This design comes from an exercise in tuning for small area, a short achievable clock period and few clock cycles on the open sky130 flow, not from production work.
Function was checked by simulation only, so behaviour that the tests miss may differ from the original.
Power is estimated from default activity; no workload was simulated.

File: design/flow/design.v
package typedefs_pkg;
    typedef enum logic [3:0] {
        AND, OR, ADD, SUB, XOR, SLT, SLTU, SLL, SRL, SRA
    } aluop_sel_t;
    typedef struct packed {
        logic [6:0] funct7;
        logic [4:0] rs2;
        logic [4:0] rs1;
        logic [2:0] funct3;
        logic [4:0] rd;
        logic [6:0] opcode;
    } R_instr;
    typedef struct packed {
        logic [11:0] imm;
        logic [4:0]  rs1;
        logic [2:0]  funct3;
        logic [4:0]  rd;
        logic [6:0]  opcode;
    } I_instr;
    typedef struct packed {
        logic [6:0] imm_up;
        logic [4:0] rs2;
        logic [4:0] rs1;
        logic [2:0] funct3;
        logic [4:0] imm_dn;
        logic [6:0] opcode;
    } S_instr;
    typedef struct packed {
        logic       imm_12;
        logic [5:0] imm_10_5;
        logic [4:0] rs2;
        logic [4:0] rs1;
        logic [2:0] funct3;
        logic [3:0] imm_4_1;
        logic       imm_11;
        logic [6:0] opcode;
    } B_instr;
    typedef struct packed {
        logic [19:0] imm;
        logic [4:0]  rd;
        logic [6:0]  opcode;
    } U_instr;
    typedef struct packed {
        logic       imm_20;
        logic [9:0] imm_10_1;
        logic       imm_11;
        logic [7:0] imm_19_12;
        logic [4:0] rd;
        logic [6:0] opcode;
    } J_instr;
    typedef union packed {
        R_instr R;
        I_instr I;
        S_instr S;
        B_instr B;
        U_instr U;
        J_instr J;
    } instr_t;
    localparam logic [6:0] OP     = 7'b011_0011, OP_IMM = 7'b001_0011, LOAD = 7'b000_0011, STORE = 7'b010_0011,
                           BRANCH = 7'b110_0011, JAL    = 7'b110_1111, JALR = 7'b110_0111, LUI   = 7'b011_0111,
                           AUIPC  = 7'b001_0111;
endpackage 
module core (
    input  logic clk,
    input  logic rst_n,
    input  logic [31:0] dmem_rdata,
    output logic [31:0] dmem_wdata,
    output logic [31:0] dmem_addr,
    output logic        dmem_wen,
    output logic  [3:0] dmem_wr_mask,
    input  logic [31:0] imem_rdata,
    output logic [31:0] imem_addr
);
logic [31:0] pc_f;           
logic [31:0] a_e;            
logic [31:0] b_e;            
logic [31:0] c_e;            
logic  [4:0] rd_e;
logic  [2:0] f3_e;
logic        sub_e, sra_e, st_fwd_e;
logic        r_add_e, r_and_e, r_or_e, r_xor_e, r_sll_e, r_sr_e, r_slt_e, r_sltu_e, r_c_e;
logic        we_e, ld_e, st_e, jalr_e, br_e, pred_e;
logic        beq_e, bne_e, blt_e, bge_e, bltu_e, bgeu_e;
logic [31:0] res_m;          
logic [31:0] wd_m;           
logic  [4:0] rd_m;
logic  [2:0] f3_m;
logic        we_m, ld_m, st_m;
logic [32:0] sum33;
logic [31:0] sum, x_ab;
logic        eq, ltu, lt, taken;
logic [31:0] b;
assign b     = b_e ^ {32{sub_e}};
assign sum33 = {1'b0, a_e} + {1'b0, b} + {32'b0, sub_e};
assign sum   = sum33[31:0];
assign x_ab  = a_e ^ b;
assign eq    = &x_ab;                        
assign ltu   = ~sum33[32];
assign lt    = (a_e[31] == b[31]) ? a_e[31] : ltu;
logic [31:0] sh_in, sh_out, sh_rev;
logic [32:0] sh_ext;
logic signed [32:0] sh_src;
always_comb begin
    for (int i = 0; i < 32; i++) sh_in[i] = r_sll_e ? a_e[31-i] : a_e[i];
end
assign sh_src = {sra_e & a_e[31], sh_in};
assign sh_ext = sh_src >>> b_e[4:0];
assign sh_out = sh_ext[31:0];
always_comb begin
    for (int i = 0; i < 32; i++) sh_rev[i] = sh_out[31-i];
end
logic [31:0] res_e;
assign res_e = ({32{r_add_e}}  & sum)
             | ({32{r_and_e}}  & (a_e & b))
             | ({32{r_or_e}}   & (a_e | b))
             | ({32{r_xor_e}}  & x_ab)
             | ({32{r_sll_e}}  & sh_rev)
             | ({32{r_sr_e}}   & sh_out)
             | {31'b0, (r_slt_e & lt) | (r_sltu_e & ltu)}
             | ({32{r_c_e}}    & c_e);
assign taken = (beq_e & eq) | (bne_e & ~eq) | (blt_e & lt) | (bge_e & ~lt)
             | (bltu_e & ltu) | (bgeu_e & ~ltu);
logic        redirect;
assign redirect    = jalr_e | (br_e & (taken ^ pred_e));
logic [31:0] ld;
logic        ld_sgn;
assign ld_sgn = ~f3_m[2];
assign ld[7:0]   = dmem_rdata[7:0];
assign ld[15:8]  = (f3_m[1:0] == 2'b00) ? {8{ld_sgn & dmem_rdata[7]}} : dmem_rdata[15:8];
assign ld[31:16] = f3_m[1] ? dmem_rdata[31:16] :
                   f3_m[0] ? {16{ld_sgn & dmem_rdata[15]}} : {16{ld_sgn & dmem_rdata[7]}};
logic [31:0] wb_m;
assign wb_m = ld_m ? ld : res_m;
assign dmem_addr    = res_m;
assign dmem_wen     = st_m;
assign dmem_wdata   = wd_m;
assign dmem_wr_mask = {f3_m[1], f3_m[1], f3_m[1] | f3_m[0], 1'b1};
logic [31:0] rf [1:31];
always_ff @(posedge clk) begin
    for (int i = 1; i < 32; i++)
        if (we_m && rd_m == 5'(i)) rf[i] <= wb_m;
end
logic [31:0] ins;
assign ins = imem_rdata;
assign imem_addr = pc_f;
logic [4:0] opc, rs1, rs2, rd;
logic [2:0] f3;
assign opc = ins[6:2];
assign rd  = ins[11:7];
assign f3  = ins[14:12];
assign rs1 = ins[19:15];
assign rs2 = ins[24:20];
logic is_op, is_opi, is_ld, is_st, is_br, is_jal, is_jalr, is_lui, is_auipc;
assign is_op    = (opc == 5'b01100);
assign is_opi   = (opc == 5'b00100);
assign is_ld    = (opc == 5'b00000);
assign is_st    = (opc == 5'b01000);
assign is_br    = (opc == 5'b11000);
assign is_jal   = (opc == 5'b11011);
assign is_jalr  = (opc == 5'b11001);
assign is_lui   = (opc == 5'b01101);
assign is_auipc = (opc == 5'b00101);
logic [31:0] imm_i, imm_s, imm_b, imm_u, imm_j;
assign imm_i = {{20{ins[31]}}, ins[31:20]};
assign imm_s = {{20{ins[31]}}, ins[31:25], ins[11:7]};
assign imm_b = {{20{ins[31]}}, ins[7], ins[30:25], ins[11:8], 1'b0};
assign imm_u = {ins[31:12], 12'b0};
assign imm_j = {{12{ins[31]}}, ins[19:12], ins[20], ins[30:21], 1'b0};
logic [31:0] pc4_d, tgt_j, tgt_b, pc_pred, pc_next;
logic        pred_b, pred_d, sel_j, sel_b, sel_4;
assign pc4_d   = pc_f + 32'd4;
assign tgt_j   = pc_f + imm_j;
assign tgt_b   = pc_f + imm_b;
assign pred_b  = ins[31] | (f3 == 3'd1);       
assign pred_d  = is_jal | (is_br & pred_b);
assign sel_j   = is_jal & ~stall;
assign sel_b   = is_br & pred_b & ~stall;
assign sel_4   = ~stall & ~pred_d;
assign pc_pred = ({32{sel_j}} & tgt_j) | ({32{sel_b}} & tgt_b)
               | ({32{sel_4}} & pc4_d) | ({32{stall}} & pc_f);
assign pc_next = ({32{jalr_e}} & sum) | ({32{redirect & ~jalr_e}} & c_e)
               | ({32{~redirect}} & pc_pred);
logic [31:0] rv1, rv2;
always_comb begin
    rv1 = '0;
    rv2 = '0;
    for (int i = 1; i < 32; i++) begin
        rv1 = rv1 | ({32{rs1 == 5'(i)}} & rf[i]);
        rv2 = rv2 | ({32{rs2 == 5'(i)}} & rf[i]);
    end
end
logic use1, use2, fwd_e, e1, e2, m1, m2;
assign use1  = ~(is_lui | is_auipc | is_jal);
assign use2  = is_op | is_st | is_br;
assign fwd_e = we_e & ~ld_e;
assign e1 = fwd_e & use1 & (rd_e == rs1);
assign e2 = fwd_e & (rd_e == rs2);
assign m1 = we_m & use1 & (rd_m == rs1);
assign m2 = we_m & (rd_m == rs2);
logic [31:0] s1, s2, s2_st;
assign s1    = ({32{e1}} & res_e) | ({32{m1 & ~e1}} & wb_m) | ({32{is_auipc}} & pc_f)
             | ({32{~e1 & ~m1 & ~is_auipc}} & rv1);
assign s2    = ({32{e2}} & res_e) | ({32{m2 & ~e2}} & wb_m) | ({32{~e2 & ~m2}} & rv2);
assign s2_st = m2 ? wb_m : rv2;
logic stall, bubble;
assign stall  = we_e & ld_e & ((use1 & (rd_e == rs1)) | ((is_op | is_br) & (rd_e == rs2)));
assign bubble = redirect | stall;
logic arith, d_sub, uses_imm;
assign arith    = is_op | is_opi;
assign d_sub    = (is_op & ins[30] & (f3 == 3'd0)) | (arith & (f3[2:1] == 2'b01)) | is_br;
assign uses_imm = is_opi | is_ld | is_st | is_jalr | is_auipc;
always_ff @(posedge clk) begin
    a_e  <= s1;
    b_e  <= uses_imm ? (is_st ? imm_s : is_auipc ? imm_u : imm_i) : s2;
    c_e  <= ({32{is_st}} & s2_st) | ({32{is_lui}} & imm_u) | ({32{is_br & ~pred_b}} & tgt_b)
          | ({32{~is_st & ~is_lui & ~(is_br & ~pred_b)}} & pc4_d);
    st_fwd_e <= we_e & (rd_e == rs2);
    rd_e <= rd;
    f3_e <= f3;
    sub_e    <= d_sub;
    sra_e    <= ins[30];
    r_add_e  <= (arith & (f3 == 3'd0)) | is_ld | is_st | is_auipc;
    r_sll_e  <= arith & (f3 == 3'd1);
    r_slt_e  <= arith & (f3 == 3'd2);
    r_sltu_e <= arith & (f3 == 3'd3);
    r_xor_e  <= arith & (f3 == 3'd4);
    r_sr_e   <= arith & (f3 == 3'd5);
    r_or_e   <= arith & (f3 == 3'd6);
    r_and_e  <= arith & (f3 == 3'd7);
    r_c_e    <= is_lui | is_jal | is_jalr;
    res_m <= res_e;
    wd_m  <= st_fwd_e ? wb_m : c_e;
    rd_m  <= rd_e;
    f3_m  <= f3_e;
    ld_m  <= ld_e;
end
always_ff @(posedge clk or negedge rst_n) begin
    if (!rst_n) begin
        pc_f   <= 32'd0;
        we_e   <= 1'b0;
        ld_e   <= 1'b0;
        st_e   <= 1'b0;
        jalr_e <= 1'b0;
        br_e   <= 1'b0;
        pred_e <= 1'b0;
        beq_e  <= 1'b0;
        bne_e  <= 1'b0;
        blt_e  <= 1'b0;
        bge_e  <= 1'b0;
        bltu_e <= 1'b0;
        bgeu_e <= 1'b0;
        we_m   <= 1'b0;
        st_m   <= 1'b0;
    end else begin
        pc_f   <= pc_next;
        we_e   <= ~bubble & (arith | is_ld | is_jal | is_jalr | is_lui | is_auipc) & (rd != 5'd0);
        ld_e   <= ~bubble & is_ld;
        st_e   <= ~bubble & is_st;
        jalr_e <= ~bubble & is_jalr;
        br_e   <= ~bubble & is_br;
        pred_e <= ~bubble & pred_d;
        beq_e  <= ~bubble & is_br & (f3 == 3'd0);
        bne_e  <= ~bubble & is_br & (f3 == 3'd1);
        blt_e  <= ~bubble & is_br & (f3 == 3'd4);
        bge_e  <= ~bubble & is_br & (f3 == 3'd5);
        bltu_e <= ~bubble & is_br & (f3 == 3'd6);
        bgeu_e <= ~bubble & is_br & (f3 == 3'd7);
        we_m   <= we_e;
        st_m   <= st_e;
    end
end
endmodule
File: design/flow/constraint.sdc
create_clock -name core_clock -period 12.0 [get_ports {clk}]
set_input_delay 2.4000 -clock core_clock [delete_from_list [all_inputs] [get_ports {clk}]]
set_output_delay 2.4000 -clock core_clock [all_outputs]
set_load 0.01 [all_outputs]
File: design/flow/flow/margin.txt
7.65
File: design/flow/flow/run.sh
#!/bin/bash
# Layout flow: the standard ORFS flow (standard.sh, unchanged synthesis) with
# stronger timing repair and a smaller clock tree. Extra make variables:
#   SETUP_SLACK_MARGIN  repair setup slack beyond the clock period's (flow/margin.txt)
#   MATCH_CELL_FOOTPRINT=0  let repair resize cells across footprints
#   BUFFER_PORTS_ARGS   buffer every port with a plain buffer cell
#   CTS_ARGS            larger sink clusters, no dummy loads
# Each tool's output goes to the ORFS logs under orfs/logs; make's own output to flow_make.log.
set -euo pipefail
MARGIN=$(cat flow/margin.txt)
EXTRA="SETUP_SLACK_MARGIN=$MARGIN MATCH_CELL_FOOTPRINT=0 'BUFFER_PORTS_ARGS=-buffer_cell sky130_fd_sc_hd__buf_4'"
EXTRA="$EXTRA 'CTS_ARGS=-sink_clustering_enable -repair_clock_nets -dont_use_dummy_load -sink_clustering_size 40 -sink_clustering_max_diameter 60'"
sed -e "s|CLKGATE_MAP_FILE= |CLKGATE_MAP_FILE= $EXTRA |" standard.sh > flow_standard.sh
grep -q "SETUP_SLACK_MARGIN=$MARGIN" flow_standard.sh
bash flow_standard.sh > flow_make.log 2>&1
test -f out/final.def
File: design/flow/config.mk
export PLATFORM = sky130hd
export DESIGN_NAME = core
export DESIGN_NICKNAME = core
export VERILOG_FILES = /design/flow/design.v
export SDC_FILE = /design/flow/constraint.sdc
export NUM_CORES = 4
export LEC_CHECK = 0
export CAP_MARGIN = 20
export CORE_MARGIN = 2
export CORE_UTILIZATION = 40
export SLEW_MARGIN = 20
File: design/flow/standard.sh
#!/bin/bash
# synth_recipe.tcl (not shown) runs the flow's synth.tcl, then flattens the netlist and writes it again
# the make line also repeats each setting of config.mk as NAME=value (left out here)
make -C /OpenROAD-flow-scripts/flow DESIGN_CONFIG=/design/flow/config.mk WORK_HOME=/design/flow/orfs CLKGATE_MAP_FILE= SYNTH_SCRIPT=/design/flow/synth_recipe.tcl "${@:-finish}"
==> flow_summary.yaml, run 1 <==
run_status:
  run_status: "timing/DRC/antenna clean"
cts:
  ctsHtreeMaxLevel: 3
  worstSkewPairLatency_ps: 810
  cts.clk_slew.worst_paths_ps: 100
  cts.sinks: 1227
  cts_tree: "built"
  cts_buffers: 99
  cts_root_buffer: "clkbuf_16"
  clk_path_buf_depth: 3
synthesis:
  synth_area_um2: 61400
  ys_ff_latch: 1227
  synth_top_area_share_pct: 48.5
  avgSynthCellArea_um2: 11.8
  ys_types: 99
  synth.area.top_cells: "edfxtp_1, a22oi_1, dfxtp_1"
  synth_flop_cell: "edfxtp_1"
  seq_area_frac_synth_pct: 56.6
  yosys_warnings: 2
  synth_cells: 5216
  synth_nets: 5393
  synth_edf_count: 992
  synth_top_area_cell: "edfxtp_1"
  synthArstFlopShare_pct: 3.75
global_route:
  grt_pass1_wl_um: 440000
  grt-ovfl-total: 0
  grt_util_all_layers_pct: 40.7
  grt_pass1_vias: 52600
  antenna_found_initial: 37
  grt_max_degree: 55
timing:
  period_minus_slack_ps: 4520
  fin_tns_setup_ps: 0
  setup_violations: 0
  slew_headroom_pct: 15.7
  fmax_ghz: 0.221
  slew_viol_final: 0
  fin_skew_ps: 125
  timing.final.crit_share_pct: 37.7
  tightest_slew_ps: 1270
  hold_viol: 0
  rsz0062_at_grt: "true"
cells_and_area:
  area_delta_synth_final_pct: 22.3
  nets: 5760
  layout-drive-gt1-share_pct: 23.8
  final_cells: 7636
route:
  wirelength_um: 348000
  drc: 0
  drt-vias-per-instance: 7.76
  drt_iter0_markers: 13400
  num_vias: 59200
  dr.pass1.iters: 12
  detail-route-antenna-nets: 0
  routedWlPerCell_um: 45.5
worst_setup_path:
  worst_setup_path_start_kind: "input pin"
  slowest_stage: "or4_4"
  crit_top_cell: "buf_12"
  rr_startpoint: "r_sll_e"
  cp-startpoint: "imem_rdata[15]"
  end_kind: "register"
  cp_data_required_time_ps: 12600
  critPathBufInv: 4
  path_delay_family: "simple AND/OR/NAND/NOR gates"
  crit_chain: "buf_12 -> nand3b_1 -> buf_6 -> nor2_4 -> buf_12 -> buf_4 -> a22oi_1 -> nand3_1 -> or4_4 -> a222oi_1 -> o21ai_1"
  crit_arrival_ps: 5120
  cp_slowest_stage_delay_ps: 690
  crit_type: "input pin to register"
  cp_max_fo: 13
placed_design:
  hpwl_um: 189000
  place.gp.congestion: 1.01
  portBuffers: 163
  post-place-cells: 7182
die:
  die_h_um: 396
  rows: 143
  ioPinCount: 167
  start_util_pct: 40.3
  dieArea_um2: 157000
  die_x_um: 396
  core-area_um2: 152000
pwr:
  comb_power_share_pct: 32.5
  p_clk_share_pct: 23.4
  p_seq_share_pct: 44.1
  power_density_nw_per_um2: 167
  peakVddDrop_v: 0.000140
  p_int_mw: 7.94
  p_leak_nw: 26.2
  p_switching_mw: 4.59
  swShare_pct: 36.6
worst_hold_path:
  hold_start: "f3_e[1]"
  hp-class: "register to register"
flow_run:
  maxCapViolations: 0
==> what timing repair did <==
action | CTS | global route
gates resized for setup | 412 | 278
setup buffers | 90 | 200
cloned | 8 | 32
hold buffers | 0 | 0
pin swaps | 67 | 148
setup endpoints to repair | 148 | 116
==> layout make-up <==
| type | count | area (µm²) |
|---|---|---|
| Fill cell | 13300 | 77000 |
| Sequential cell | 1227 | 34700 |
| Multi-Input combinational cell | 3454 | 27400 |
| Timing Repair Buffer | 675 | 7360 |
| Tap cell | 2030 | 2540 |
| Clock buffer | 99 | 2480 |
| Inverter | 126 | 473 |
| Antenna cell | 25 | 62.6 |
==> per-stage QoR <==
stage / setup WS (ps) / instance area, µm² / power (mW) / utilization [%] / hold slack (ps)
after global placement: 5490 / 66100 / 9.05 / 43.5 / 311
after floorplan: 7230 / 62100 / 7.44 / - / 310
after CTS: 7590 / 71200 / 12.1 / 46.8 / 329
after detailed placement: 5480 / 66100 / 9.07 / 43.5 / 317
after global routing: 7520 / 75000 / 12.8 / 49.3 / 330
final: 7480 / 75100 / 12.5 / 49.4 / 325
==> flip-flops by register name (all words and copies together) (netlist names), 3 cells and up <==
register  flops
wd_m         32
rd_m          5
a_e          32
rd_e          5
c_e          32
f3_e          3
res_m        32
f3_m          3
pc_f         32
rf          992
b_e          32
==> kinds of logic (layout without fill, tap and decap cells) <==
kind of cell | Yosys count | in the layout | share of synthesized area, %
XOR/XNOR | 146 | 146 | 2.08
buffers and inverters | 536 | 900 | 3.45
AO/OA/AOI/OAI | 1828 | 1828 | 22.4
multiplexers | 155 | 155 | 3.85
AND/OR/NAND/NOR | 1212 | 1213 | 9.31
adder cells (fa/ha/maj) | 111 | 111 | 2.30
flip-flops | 1227 | 1227 | 56.6
other | 1 | 26 | 0.00611
==> cells in the final DEF, fill, tap and decap left out, drive strengths merged, types with 21 or more instances in the layout <==
cell,n
a22o,190
nand2b,25
mux4,57
a211oi,38
diode,25
inv,125
nand3,155
buf,633
a21o,35
xor2,80
a21oi,175
o21a,22
o31ai,32
a22oi,593
ha,108
clkbuf,140
o21ai,198
mux2,57
nor2,359
a221o,28
mux2i,41
a31oi,46
o211ai,23
dfxtp,189
edfxtp,992
nor3,88
a221oi,217
nand4,116
and2,21
xnor2,66
nand2,312
dfrtp,46
a222oi,96
==> cell usage after synthesis, drive strengths merged (32+ instances only) <==
cell type  number
a221oi        217
a222oi         96
a21o           35
o31ai          32
inv           125
nand2         312
nor3           88
a22oi         593
mux4           57
dfrtp          46
nand3         154
a211oi         38
a22o          190
xor2           80
ha            108
edfxtp        992
o21ai         198
dfxtp         189
clkbuf        337
a31oi          46
mux2           57
buf            73
nand4         116
mux2i          41
nor2          359
a21oi         175
xnor2          66
==> worst register-to-register path, stage by stage, from the launching register on <==
cell and delay [ps]:
dfxtp_2 570, buf_6 500, inv_1 390, mux4_2 420, mux4_2 510, mux4_2 550, o2111ai_1 850, nor2_1 120
o22ai_2 370
==> path summary, 6_finish.rpt <==
path                             to  slack, ps  cells after the start
max                         a_e[16]       7480                     11
min                         f3_m[1]        330                      0
max reg2reg                  b_e[1]       7630                      8
min reg2reg                 f3_m[1]        330                      0
max in group asynchronous     beq_e       9630                      1
min in group asynchronous  pc_f[10]       1780                      1
==> power groups by stage <==
stage	Sequential (mW)	Clock [mW]	Combinational [mW]
floorplan	5.30	0	2.14
global placement	5.58	0	3.47
detailed placement	5.58	0	3.49
CTS	5.49	2.90	3.68
global route	5.51	3.05	4.22
finish	5.53	2.93	4.08
==> layer usage <==
layer / share of wire, % / up-vias / track usage [%]
li1: - / 21800 / -
met1: 31 / 28500 / 47.5
met2: 39 / 6740 / 57.4
met3: 18 / 2239 / 18.2
met4: 11 / 34 / 33.2
met5: 0.12 / - / 0.924
Testbench counts, summed over its fixed seeds: cycles 76,389.
==> run 2, diff against run 1 <==
==> design/flow/flow/margin.txt (replaced) <==
7.5
--- a/design/flow/config.mk
+++ b/design/flow/config.mk
@@ -9,3 +9,3 @@
 export CORE_MARGIN = 2
-export CORE_UTILIZATION = 40
+export CORE_UTILIZATION = 45
 export SLEW_MARGIN = 20
==> flow_summary.yaml, run 2 <==
global_route:
  antenna_found_initial: 22
  grt_pass1_vias: 52600
  busiest_layer: "met2"
  grt_max_degree: 55
  use_met1_pct: 53.2
  grt_use_met3_pct: 20.1
  grt_util_all_layers_pct: 45.1
  grt_pass1_wl_um: 433000
  use_met2_pct: 63.8
  grt-ovfl-total: 0
timing:
  setup_violations: 0
  hold_viol: 0
  rsz0062_at_grt: "true"
  fin_tns_setup_ps: 0
  tightest_slew_ps: 1180
  fin_skew_ps: 139
  slew_headroom_pct: 21.2
  period_minus_slack_ps: 4680
  slew_viol_final: 0
  timing.final.crit_share_pct: 39.0
  fmax_ghz: 0.214
pwr:
  comb_power_share_pct: 31.3
  peakVddDrop_v: 0.000138
  p_total_mw: 12.4
  p_int_mw: 7.89
  p_seq_share_pct: 44.5
  p_clk_share_pct: 24.3
  power_density_nw_per_um2: 173
  p_leak_nw: 24.9
  swShare_pct: 36.5
  p_switching_mw: 4.53
cells_and_area:
  post-route-util_pct: 53.0
  area_delta_synth_final_pct: 17.0
  nets: 5591
  regMostFlops: "rf"
  largest_register_ffs: 992
  layout_commonest_cell: "edfxtp_1"
  mostFrequentLayoutCells: "edfxtp_1, a22oi_1, buf_4"
  layout-drive-gt1-share_pct: 20.1
die:
  core-area_um2: 135000
  dieArea_um2: 139000
  die_x_um: 373
  start_util_pct: 45.3
  ioPinCount: 167
  rows: 135
  die_h_um: 373
cts:
  worstSkewPairLatency_ps: 820
  cts.sinks: 1227
  cts_tree: "built"
  ctsHtreeMaxLevel: 3
  cts.clk_slew.worst_paths_ps: 60
  clk_path_buf_depth: 3
  cts_root_buffer: "clkbuf_16"
  cts_buffers: 103
route:
  dr.pass1.iters: 14
  detail-route-antenna-nets: 0
  routedWlPerCell_um: 45.7
  num_vias: 57300
  drt_iter0_markers: 12800
  wirelength_um: 330000
  drt-vias-per-instance: 7.95
  drc: 0
placed_design:
  portBuffers: 163
  place.gp.congestion: 1.02
  hpwl_um: 186000
worst_setup_path:
  worst_setup_path_start_kind: "input pin"
  cp_data_required_time_ps: 12560
  crit_type: "input pin to register"
  end_kind: "register"
  crit_arrival_ps: 5240
  cp_max_fo: 13
flow_run:
  maxCapViolations: 0
synthesis:
  synth_flop_cell: "edfxtp_1"
  synth_most_common_cell: "edfxtp_1"
  synth_edf_count: 992
  seq_area_frac_synth_pct: 56.6
  synth_commonest_cells: "edfxtp_1, a22oi_1, nor2_1, clkbuf_1, nand2_1"
  synth_top_area_cell: "edfxtp_1"
  yosys_warnings: 2
  synth.area.top_cells: "edfxtp_1, a22oi_1, dfxtp_1"
  synth_area_um2: 61400
  synthArstFlopShare_pct: 3.75
  ys_types: 99
  ys_ff_latch: 1227
  avgSynthCellArea_um2: 11.8
  synth_cells: 5216
  synth_top_area_share_pct: 48.5
  synth_nets: 5393
run_status:
  run_status: "timing/DRC/antenna clean"
worst_hold_path:
  hp-class: "register to register"
run 2: cell counts after synthesis:
Identical to the previous run, type by type.
run 2: critical path: stages:
cell      delay, ps
buf_12          140
or3b_4          330
nor2_4          140
buf_12          190
a22o_1          250
a221oi_2        180
nand3_1         100
or4_4           640
a222oi_1        690
o21ai_1         150
run 2: routing by layer:
| layer | vias up | share of wire, % |
|---|---|---|
| met4 | 26 | 11 |
| met2 | 6226 | 40 |
| met5 | - | 0.14 |
| li1 | 21400 | - |
| met3 | 1966 | 17 |
| met1 | 27700 | 32 |
run 2: power by group through the flow:
stage / registers [mW] / logic (mW) / clock network [mW]
6_report: 5.52 / 3.88 / 3.01
3_3_place_gp: 5.57 / 3.42 / 0
5_1_grt: 5.51 / 4.03 / 3.12
3_5_place_dp: 5.57 / 3.45 / 0
2_1_floorplan: 5.30 / 2.09 / 0
4_1_cts: 5.48 / 3.56 / 2.98
run 2: cells by family after synthesis:
family | after synthesis | share of synthesized area (%)
compound gates | 1828 | 22.4
xor+xnor | 146 | 2.08
fa+ha+maj | 111 | 2.30
buf+inv | 536 | 3.45
flops | 1227 | 56.6
mux | 155 | 3.85
other cells | 1 | 0.00611
simple gates | 1212 | 9.31
run 2: worst paths after layout:
check                                     from  endpoint  slack [ps]  cells past startpoint
worst min register to register         f3_e[2]   f3_m[2]         310                      0
min in group asynchronous                rst_n  pc_f[29]        1760                      1
worst min-delay path                   f3_e[2]   f3_m[2]         310                      0
worst max-delay path            imem_rdata[17]   a_e[23]        7320                     10
worst max register to register         r_sll_e   b_e[16]        7610                      9
max in group asynchronous                rst_n  pc_f[24]        9680                      1
run 2: metrics by stage:
| stage | std cells | hold slack, ps | cell area [µm²] | setup slack, ps |
|---|---|---|---|---|
| 2_1_floorplan | 5216 | 310 | 61800 | 7230 |
| 3_3_place_gp | 6931 | 312 | 65500 | 5400 |
| 3_5_place_dp | 6931 | 314 | 65500 | 5380 |
| 4_1_cts | 7100 | 307 | 70000 | 7440 |
| 5_1_grt | 7194 | 316 | 71800 | 7330 |
| 6_report | 7211 | 307 | 71800 | 7320 |
run 2: area by class of cell:
cell class / instances / area (µm²)
Fill cell: 11600 / 63600
Timing Repair Buffer: 502 / 5030
Tap cell: 1781 / 2230
Multi-Input combinational cell: 3454 / 26700
Sequential cell: 1227 / 34700
Antenna cell: 18 / 45.0
Inverter: 126 / 473
Clock buffer: 103 / 2580
run 2: what timing repair did:
action                     4_1_cts  5_1_grt
pin swaps                       38       68
gates cloned                     6       11
hold buffers                     0        0
setup buffers                   60       82
resized for setup              322      168
setup endpoints to repair      144      103
==> run 3, diff against run 2 <==
==> design/flow/flow/margin.txt (replaced) <==
7.65
==> flow_summary.yaml, run 3 <==
global_route:
  antenna_found_initial: 26
  grt_util_all_layers_pct: 46.2
  grt_pass1_wl_um: 444000
  grt_pass1_vias: 52600
  grt_max_degree: 53
  grt-ovfl-total: 0
cells_and_area:
  layout_commonest_cell: "edfxtp_1"
  area_delta_synth_final_pct: 21.5
  final_cells: 7359
  nets: 5728
  largest_register_ffs: 992
  regMostFlops: "rf"
  layout-drive-gt1-share_pct: 23.9
  mostFrequentLayoutCells: "edfxtp_1, a22oi_1, buf_4"
pwr:
  p_clk_share_pct: 23.4
  p_switching_mw: 4.63
  p_int_mw: 7.97
  p_seq_share_pct: 44.0
  power_density_nw_per_um2: 169
  comb_power_share_pct: 32.6
  p_leak_nw: 26.0
  swShare_pct: 36.8
  peakVddDrop_v: 0.000119
synthesis:
  seq_area_frac_synth_pct: 56.6
  synth_area_um2: 61400
  avgSynthCellArea_um2: 11.8
  ys_ff_latch: 1227
  synth_nets: 5393
  synth_top_area_cell: "edfxtp_1"
  synth_most_common_cell: "edfxtp_1"
  ys_types: 99
  synth_top_area_share_pct: 48.5
  yosys_warnings: 2
  synth_cells: 5216
  synth_edf_count: 992
  synthArstFlopShare_pct: 3.75
  synth_commonest_cells: "edfxtp_1, a22oi_1, nor2_1, clkbuf_1, nand2_1"
  synth.area.top_cells: "edfxtp_1, a22oi_1, dfxtp_1"
  synth_flop_cell: "edfxtp_1"
worst_setup_path:
  crit_end: "a_e[25]"
  r2r-end: "b_e[30]"
  cp-startpoint: "imem_rdata[18]"
  r2r_cells: 13
  crit_type: "input pin to register"
  reg2reg_slack_ps: 7580
  rr_startpoint: "sub_e"
  crit_arrival_ps: 5340
  cp_data_required_time_ps: 12540
  worst_setup_path_start_kind: "input pin"
  cp_max_fo: 6
  end_kind: "register"
cts:
  cts_hold_buf: 0
  clk_path_buf_depth: 3
  cts_root_buffer: "clkbuf_16"
  worstSkewPairLatency_ps: 790
  cts.sinks: 1227
  cts_buffers: 100
  cts_tree: "built"
  cts.clk_slew.worst_paths_ps: 80
  ctsHtreeMaxLevel: 3
placed_design:
  hpwl_um: 190000
  pre_cts_ws_ps: 5760
  post-place-cells: 6933
  portBuffers: 163
  place.gp.congestion: 1.02
die:
  rows: 135
  dieArea_um2: 139000
  die_h_um: 373
  core-area_um2: 135000
  die_x_um: 373
  ioPinCount: 167
  start_util_pct: 45.3
route:
  drt-vias-per-instance: 8.02
  drt_iter0_markers: 14200
  num_vias: 59000
  dr.pass1.iters: 11
  detail-route-antenna-nets: 0
  routedWlPerCell_um: 46.5
  wirelength_um: 342000
  drc: 0
timing:
  rsz0062_at_grt: "true"
  slew_headroom_pct: 17.2
  timing.final.crit_share_pct: 40.0
  fmax_ghz: 0.208
  setup_violations: 0
  fin_tns_setup_ps: 0
  period_minus_slack_ps: 4800
  slew_viol_final: 0
  fin_skew_ps: 122
  fin_ws_ps: 7200
  hold_viol: 0
  tightest_slew_ps: 1240
run_status:
  run_status: "timing/DRC/antenna clean"
flow_run:
  maxCapViolations: 0
worst_hold_path:
  hp-class: "register to register"
[run 3: area by class of cell]
cell class | count | area (µm²)
fill | 11300 | 60900
tap | 1781 | 2230
inverter | 126 | 473
clock buffer | 100 | 2500
timing repair buffer | 642 | 6860
sequential | 1227 | 34700
multi-input combinational | 3454 | 27700
antenna | 29 | 72.6
[run 3: what timing repair did]
item,4_1_cts,5_1_grt
setup endpoints to repair,151,125
pin swaps,78,135
cloned,14,14
setup buffers,125,142
resized for setup,413,288
[run 3: how the worst min path moves through the flow]
stage	start	end	slack [ps]	depth (start not counted)
floorplan	f3_e[0]	f3_m[0]	310	0
CTS	st_e	st_m	320	0
detailed placement	f3_e[2]	f3_m[2]	320	0
global route	st_e	st_m	340	0
finish	st_e	st_m	320	0
global placement	f3_e[2]	f3_m[2]	310	0
[run 3: cells by family (layout without fill, tap and decap cells)]
logic type | count (synthesis) | in the layout | synth area share, %
fa+ha+maj | 111 | 111 | 2.30
mux | 155 | 155 | 3.85
buf+inv | 536 | 868 | 3.45
other cells | 1 | 30 | 0.00611
compound gates | 1828 | 1828 | 22.4
xor+xnor | 146 | 146 | 2.08
flops | 1227 | 1227 | 56.6
simple gates | 1212 | 1213 | 9.31
[run 3: critical path, cell delays in order]
cell and delay (ps):
buf_16 110, nand2b_4 190, buf_4 140, nor2_4 80, buf_12 170, buf_12 130
buf_4 180, a22oi_1 180, nand3_1 90, or4_4 610, a222oi_1 850, o21ai_1 170
[run 3: per-layer routing]
metal	share of wire [%]	track usage (%)
met5	0.14	0.309
met4	11	38.3
met2	40	65.3
met3	17	21.9
met1	31	53.1
[run 3: stage by stage]
| stage | util, % | hold slack [ps] | area (µm²) | total power, mW |
|---|---|---|---|---|
| 2_1_floorplan | - | 310 | 62100 | 7.44 |
| 3_3_place_gp | 48.6 | 310 | 65800 | 9.07 |
| 3_5_place_dp | 48.6 | 317 | 65800 | 9.08 |
| 4_1_cts | 52.8 | 324 | 71500 | 12.1 |
| 5_1_grt | 55.0 | 343 | 74500 | 12.8 |
| 6_report | 55.0 | 321 | 74600 | 12.6 |
[run 3: power by group through the flow]
| stage | clock network [mW] | registers [mW] | logic (mW) |
|---|---|---|---|
| after floorplan | 0 | 5.30 | 2.14 |
| after global placement | 0 | 5.59 | 3.48 |
| after detailed placement | 0 | 5.59 | 3.50 |
| after CTS | 2.92 | 5.50 | 3.70 |
| after global routing | 3.07 | 5.52 | 4.24 |
| final | 2.95 | 5.54 | 4.11 |
==> run 4, diff against run 3 <==
--- a/design/flow/design.v
+++ b/design/flow/design.v
@@ -79,3 +79,4 @@
 logic  [2:0] f3_e;
-logic        sub_e, sra_e, st_fwd_e;
+logic        sub_e, sra_e;
+logic        fa_m, fa_w, fb_m, fb_w, fc_m, fc_w;    
 logic        r_add_e, r_and_e, r_or_e, r_xor_e, r_sll_e, r_sr_e, r_slt_e, r_sltu_e, r_c_e;
@@ -88,2 +89,3 @@
 logic        we_m, ld_m, st_m;
+logic [31:0] wv;
 logic [32:0] sum33;
@@ -91,10 +93,11 @@
 logic        eq, ltu, lt, taken;
-logic [31:0] b;
-assign b     = b_e ^ {32{sub_e}};
-assign sum33 = {1'b0, a_e} + {1'b0, b} + {32'b0, sub_e};
+logic [31:0] a, b;
+assign a = fa_m ? res_m : fa_w ? wv : a_e;
+assign b = (fb_m ? res_m : fb_w ? wv : b_e) ^ {32{sub_e}};
+assign sum33 = {1'b0, a} + {1'b0, b} + {32'b0, sub_e};
 assign sum   = sum33[31:0];
-assign x_ab  = a_e ^ b;
+assign x_ab  = a ^ b;
 assign eq    = &x_ab;                        
 assign ltu   = ~sum33[32];
-assign lt    = (a_e[31] == b[31]) ? a_e[31] : ltu;
+assign lt    = (a[31] == b[31]) ? a[31] : ltu;
 logic [31:0] sh_in, sh_out, sh_rev;
@@ -103,6 +106,6 @@
 always_comb begin
-    for (int i = 0; i < 32; i++) sh_in[i] = r_sll_e ? a_e[31-i] : a_e[i];
-end
-assign sh_src = {sra_e & a_e[31], sh_in};
-assign sh_ext = sh_src >>> b_e[4:0];
+    for (int i = 0; i < 32; i++) sh_in[i] = r_sll_e ? a[31-i] : a[i];
+end
+assign sh_src = {sra_e & a[31], sh_in};
+assign sh_ext = sh_src >>> b[4:0];
 assign sh_out = sh_ext[31:0];
@@ -113,4 +116,4 @@
 assign res_e = ({32{r_add_e}}  & sum)
-             | ({32{r_and_e}}  & (a_e & b))
-             | ({32{r_or_e}}   & (a_e | b))
+             | ({32{r_and_e}}  & (a & b))
+             | ({32{r_or_e}}   & (a | b))
              | ({32{r_xor_e}}  & x_ab)
@@ -123,3 +126,5 @@
 logic        redirect;
+logic [31:0] redirect_pc;
 assign redirect    = jalr_e | (br_e & (taken ^ pred_e));
+assign redirect_pc = jalr_e ? sum : c_e;
 logic [31:0] ld;
@@ -168,16 +173,10 @@
 assign imm_j = {{12{ins[31]}}, ins[19:12], ins[20], ins[30:21], 1'b0};
-logic [31:0] pc4_d, tgt_j, tgt_b, pc_pred, pc_next;
-logic        pred_b, pred_d, sel_j, sel_b, sel_4;
-assign pc4_d   = pc_f + 32'd4;
-assign tgt_j   = pc_f + imm_j;
-assign tgt_b   = pc_f + imm_b;
-assign pred_b  = ins[31] | (f3 == 3'd1);       
-assign pred_d  = is_jal | (is_br & pred_b);
-assign sel_j   = is_jal & ~stall;
-assign sel_b   = is_br & pred_b & ~stall;
-assign sel_4   = ~stall & ~pred_d;
-assign pc_pred = ({32{sel_j}} & tgt_j) | ({32{sel_b}} & tgt_b)
-               | ({32{sel_4}} & pc4_d) | ({32{stall}} & pc_f);
-assign pc_next = ({32{jalr_e}} & sum) | ({32{redirect & ~jalr_e}} & c_e)
-               | ({32{~redirect}} & pc_pred);
+logic [31:0] pc4_d, tgt_d, tgt_j, tgt_b, pc_nt;
+logic        pred_d;
+assign pc4_d  = pc_f + 32'd4;
+assign tgt_j  = pc_f + imm_j;
+assign tgt_b  = pc_f + imm_b;
+assign tgt_d  = ins[3] ? tgt_j : tgt_b;
+assign pred_d  = is_jal | (is_br & ins[31]);
+assign pc_nt   = redirect ? redirect_pc : stall ? pc_f : pc4_d;
 logic [31:0] rv1, rv2;
@@ -191,17 +190,10 @@
 end
-logic use1, use2, fwd_e, e1, e2, m1, m2;
-assign use1  = ~(is_lui | is_auipc | is_jal);
-assign use2  = is_op | is_st | is_br;
-assign fwd_e = we_e & ~ld_e;
-assign e1 = fwd_e & use1 & (rd_e == rs1);
-assign e2 = fwd_e & (rd_e == rs2);
-assign m1 = we_m & use1 & (rd_m == rs1);
-assign m2 = we_m & (rd_m == rs2);
-logic [31:0] s1, s2, s2_st;
-assign s1    = ({32{e1}} & res_e) | ({32{m1 & ~e1}} & wb_m) | ({32{is_auipc}} & pc_f)
-             | ({32{~e1 & ~m1 & ~is_auipc}} & rv1);
-assign s2    = ({32{e2}} & res_e) | ({32{m2 & ~e2}} & wb_m) | ({32{~e2 & ~m2}} & rv2);
-assign s2_st = m2 ? wb_m : rv2;
+logic use1, use2, fa_m_d, fb_m_d, fc_m_d;
+assign use1   = ~(is_lui | is_auipc | is_jal);
+assign use2   = is_op | is_br;
+assign fa_m_d = we_e & use1 & (rd_e == rs1);
+assign fb_m_d = we_e & use2 & (rd_e == rs2);
+assign fc_m_d = we_e & is_st & (rd_e == rs2);
 logic stall, bubble;
-assign stall  = we_e & ld_e & ((use1 & (rd_e == rs1)) | ((is_op | is_br) & (rd_e == rs2)));
+assign stall  = we_e & ld_e & ((use1 & (rd_e == rs1)) | (use2 & (rd_e == rs2)));
 assign bubble = redirect | stall;
@@ -212,7 +204,11 @@
 always_ff @(posedge clk) begin
-    a_e  <= s1;
-    b_e  <= uses_imm ? (is_st ? imm_s : is_auipc ? imm_u : imm_i) : s2;
-    c_e  <= ({32{is_st}} & s2_st) | ({32{is_lui}} & imm_u) | ({32{is_br & ~pred_b}} & tgt_b)
-          | ({32{~is_st & ~is_lui & ~(is_br & ~pred_b)}} & pc4_d);
-    st_fwd_e <= we_e & (rd_e == rs2);
+    a_e  <= is_auipc ? pc_f : rv1;
+    b_e  <= uses_imm ? (is_st ? imm_s : is_auipc ? imm_u : imm_i) : rv2;
+    c_e  <= is_st ? rv2 : is_lui ? imm_u : (is_br & ~ins[31]) ? tgt_b : pc4_d;
+    fa_m <= fa_m_d;
+    fa_w <= ~fa_m_d & we_m & use1 & (rd_m == rs1);
+    fb_m <= fb_m_d;
+    fb_w <= ~fb_m_d & we_m & use2 & (rd_m == rs2);
+    fc_m <= fc_m_d;
+    fc_w <= ~fc_m_d & we_m & is_st & (rd_m == rs2);
     rd_e <= rd;
@@ -231,3 +227,4 @@
     res_m <= res_e;
-    wd_m  <= st_fwd_e ? wb_m : c_e;
+    wd_m  <= fc_m ? wb_m : fc_w ? wv : c_e;
+    wv    <= wb_m;
     rd_m  <= rd_e;
@@ -254,3 +251,3 @@
     end else begin
-        pc_f   <= pc_next;
+        pc_f   <= (pred_d & ~redirect & ~stall) ? tgt_d : pc_nt;
         we_e   <= ~bubble & (arith | is_ld | is_jal | is_jalr | is_lui | is_auipc) & (rd != 5'd0);
==> design/flow/flow/margin.txt (replaced) <==
7.5
--- a/design/flow/config.mk
+++ b/design/flow/config.mk
@@ -9,3 +9,3 @@
 export CORE_MARGIN = 2
-export CORE_UTILIZATION = 45
+export CORE_UTILIZATION = 40
 export SLEW_MARGIN = 20
==> flow_summary.yaml, run 4 <==
worst_setup_path:
  cp_max_fo: 17
  crit_top_cell: "buf_4"
  end_kind: "register"
  crit_chain: "buf_4 -> nand3b_1 -> nor2_4 -> buf_4 -> buf_4 -> a22o_1 -> a221oi_1 -> nand4_1 -> nor3_1 -> nor2_1"
  crit_arrival_ps: 5260
  critPathBufInv: 3
  cp_data_required_time_ps: 12570
  cp_slowest_stage_delay_ps: 610
  path_delay_family: "simple AND/OR/NAND/NOR gates"
  worst_setup_path_start_kind: "input pin"
  slowest_stage: "nor3_1"
  crit_type: "input pin to register"
die:
  start_util_pct: 40.4
  ioPinCount: 167
  die_h_um: 396
  die_x_um: 396
  dieArea_um2: 157000
  rows: 143
  core-area_um2: 152000
timing:
  timing.final.crit_share_pct: 39.1
  fmax_ghz: 0.213
  setup_violations: 0
  fin_skew_ps: 152
  tightest_slew_ps: 1200
  fin_tns_setup_ps: 0
  slew_headroom_pct: 19.8
  period_minus_slack_ps: 4690
  rsz0062_at_grt: "true"
  hold_viol: 0
  fin_hold_ws_ps: 320
  slew_viol_final: 0
route:
  dr.pass1.iters: 11
  num_vias: 56700
  detail-route-antenna-nets: 0
  wirelength_um: 327000
  drt_iter0_markers: 12800
  drt-vias-per-instance: 7.58
  drc: 0
  routedWlPerCell_um: 43.6
pwr:
  peakVddDrop_v: 0.000122
  p_leak_nw: 24.6
  power_density_nw_per_um2: 177
synthesis:
  yosys_warnings: 2
  synth_area_um2: 61600
  synth_top_area_cell: "edfxtp_1"
  synth_top_area_share_pct: 48.4
  synthArstFlopShare_pct: 3.64
  synth_commonest_cells: "edfxtp_1, a22oi_1, nor2_1, clkbuf_1, a21oi_1"
  synth_nets: 5399
  synth_most_common_cell: "edfxtp_1"
  synth_cells: 5222
  ys_ff_latch: 1264
  synth.area.top_cells: "edfxtp_1, dfxtp_1, a22oi_1"
  seq_area_frac_synth_pct: 57.6
  synth_edf_count: 992
  synth_flop_cell: "edfxtp_1"
  ys_types: 98
  avgSynthCellArea_um2: 11.8
cells_and_area:
  layout-drive-gt1-share_pct: 20.3
  nets: 5617
  regMostFlops: "rf"
  final_cells: 7482
  mostFrequentLayoutCells: "edfxtp_1, a22oi_1, buf_4"
  area_delta_synth_final_pct: 17.9
  fillers: 13600
  largest_register_ffs: 992
  layout_commonest_cell: "edfxtp_1"
cts:
  cts_buffers: 104
  cts_tree: "built"
  clk_path_buf_depth: 3
  cts_hold_buf: 0
  cts_root_buffer: "clkbuf_16"
  cts.clk_slew.worst_paths_ps: 70
  worstSkewPairLatency_ps: 810
  cts.sinks: 1264
  ctsHtreeMaxLevel: 3
placed_design:
  portBuffers: 163
  hpwl_um: 183000
  post-place-cells: 7179
  place.gp.congestion: 0.995
global_route:
  grt_pass1_wl_um: 431000
  grt_pass1_vias: 51700
  grt-ovfl-total: 0
  grt_util_all_layers_pct: 39.8
  antenna_found_initial: 20
  grt_max_degree: 66
run_status:
  run_status: "timing/DRC/antenna clean"
worst_hold_path:
  hp-class: "register to register"
flow_run:
  maxCapViolations: 0
run 4: worst paths after layout:
path,start,end,depth (start not counted),slack [ps]
max in group asynchronous,rst_n,jalr_e,1,9720
worst min-delay path,f3_e[1],f3_m[1],0,320
worst max register to register,fb_w,pc_f[4],19,7360
worst max-delay path,imem_rdata[17],a_e[21],10,7310
min in group asynchronous,rst_n,pc_f[21],1,1720
worst min register to register,f3_e[1],f3_m[1],0,320
run 4: where the power goes:
group | leakage (nW) | internal, mW | switching, mW
sequential | 11.6 | 5.15 | 0.526
combinational | 11.7 | 1.49 | 2.60
clock | 1.28 | 1.51 | 1.54
total | 24.6 | 8.15 | 4.67
run 4: logic make-up after synthesis:
family	share of synthesized area [%]
AND/OR/NAND/NOR	8.99
flip-flops	57.6
multiplexers	4.20
adder cells (fa/ha/maj)	2.29
buffers and inverters	3.16
XOR/XNOR	2.36
AO/OA/AOI/OAI	21.4
other	0.00609
run 4: layer usage:
metal / GRT usage (%) / up-vias / part of all wire [%]
met5: 0 / - / 0.088
met4: 29.0 / 32 / 9.8
met3: 17.9 / 1833 / 17
met2: 56.2 / 6091 / 40
met1: 47.7 / 27500 / 33
li1: - / 21200 / -
run 4: stage by stage:
step                      util [%]  worst slack, ps  cell area (µm²)  power (mW)
after detailed placement      43.3             5580            66000        9.24
final                         47.6             7310            72600        12.8
after CTS                     46.6             7430            71000        12.4
after global placement        43.3             5570            66000        9.24
after floorplan                  -             7230            61900        7.57
after global routing          47.6             7300            72500        13.1
run 4: layout make-up:
cell class | instances | area [µm²] | area share (%)
inverter | 102 | 400 | 0.552
antenna | 14 | 35.0 | 0.0483
clock buffer | 104 | 2600 | 3.59
sequential | 1264 | 35500 | 48.9
multi-input combinational | 3469 | 27000 | 37.2
tap | 2030 | 2540 | 3.50
timing repair inverter | 5 | 86.3 | 0.119
timing repair buffer | 494 | 4430 | 6.11
run 4: repair_timing:
action | in CTS | in global routing
endpoints found under the setup margin | 164 | 102
gates cloned | 14 | 6
resized for setup | 281 | 178
hold endpoints to repair | 0 | 0
pin swaps | 53 | 70
setup buffers | 99 | 66
Testbench counts of run 4, summed over its fixed seeds: cycles 77,252.

what the ideal ports hide:
The results above use ideal ports. As a check the final layouts listed here were re-extracted and re-timed, cells and wires unchanged. Step 1 sets driving cells, clkbuf_16 on the clock port and buf_2 on the other inputs (assumed; they add their load-dependent delay and slew). Step 2 times the ports against the registers' clock, not the clock port: input delays grow and output delays shrink by t, the midpoint of the rising clock arrivals with the driver on. Slacks: ideal / step 1 / step 2; pairs: ideal / step 1.
| run | t, ns | setup WS [ns] | worst register clock-pin slew, ns |
|---|---|---|---|
| run 1 | 0.817 | 7.482 / 7.412 / 6.595 | 0.10 / 0.10 |
| run 2 | 0.826 | 7.324 / 7.327 / 6.501 | 0.09 / 0.09 |
| run 3 | 0.812 | 7.202 / 7.161 / 6.349 | 0.10 / 0.10 |
| run 4 | 0.800 | 7.310 / 7.292 / 6.491 | 0.10 / 0.10 |
After both steps every run listed still meets setup and hold. For run 1, which loses most, drivers alone change the setup slack by -0.070 ns; drivers and shift together by -0.887 ns.
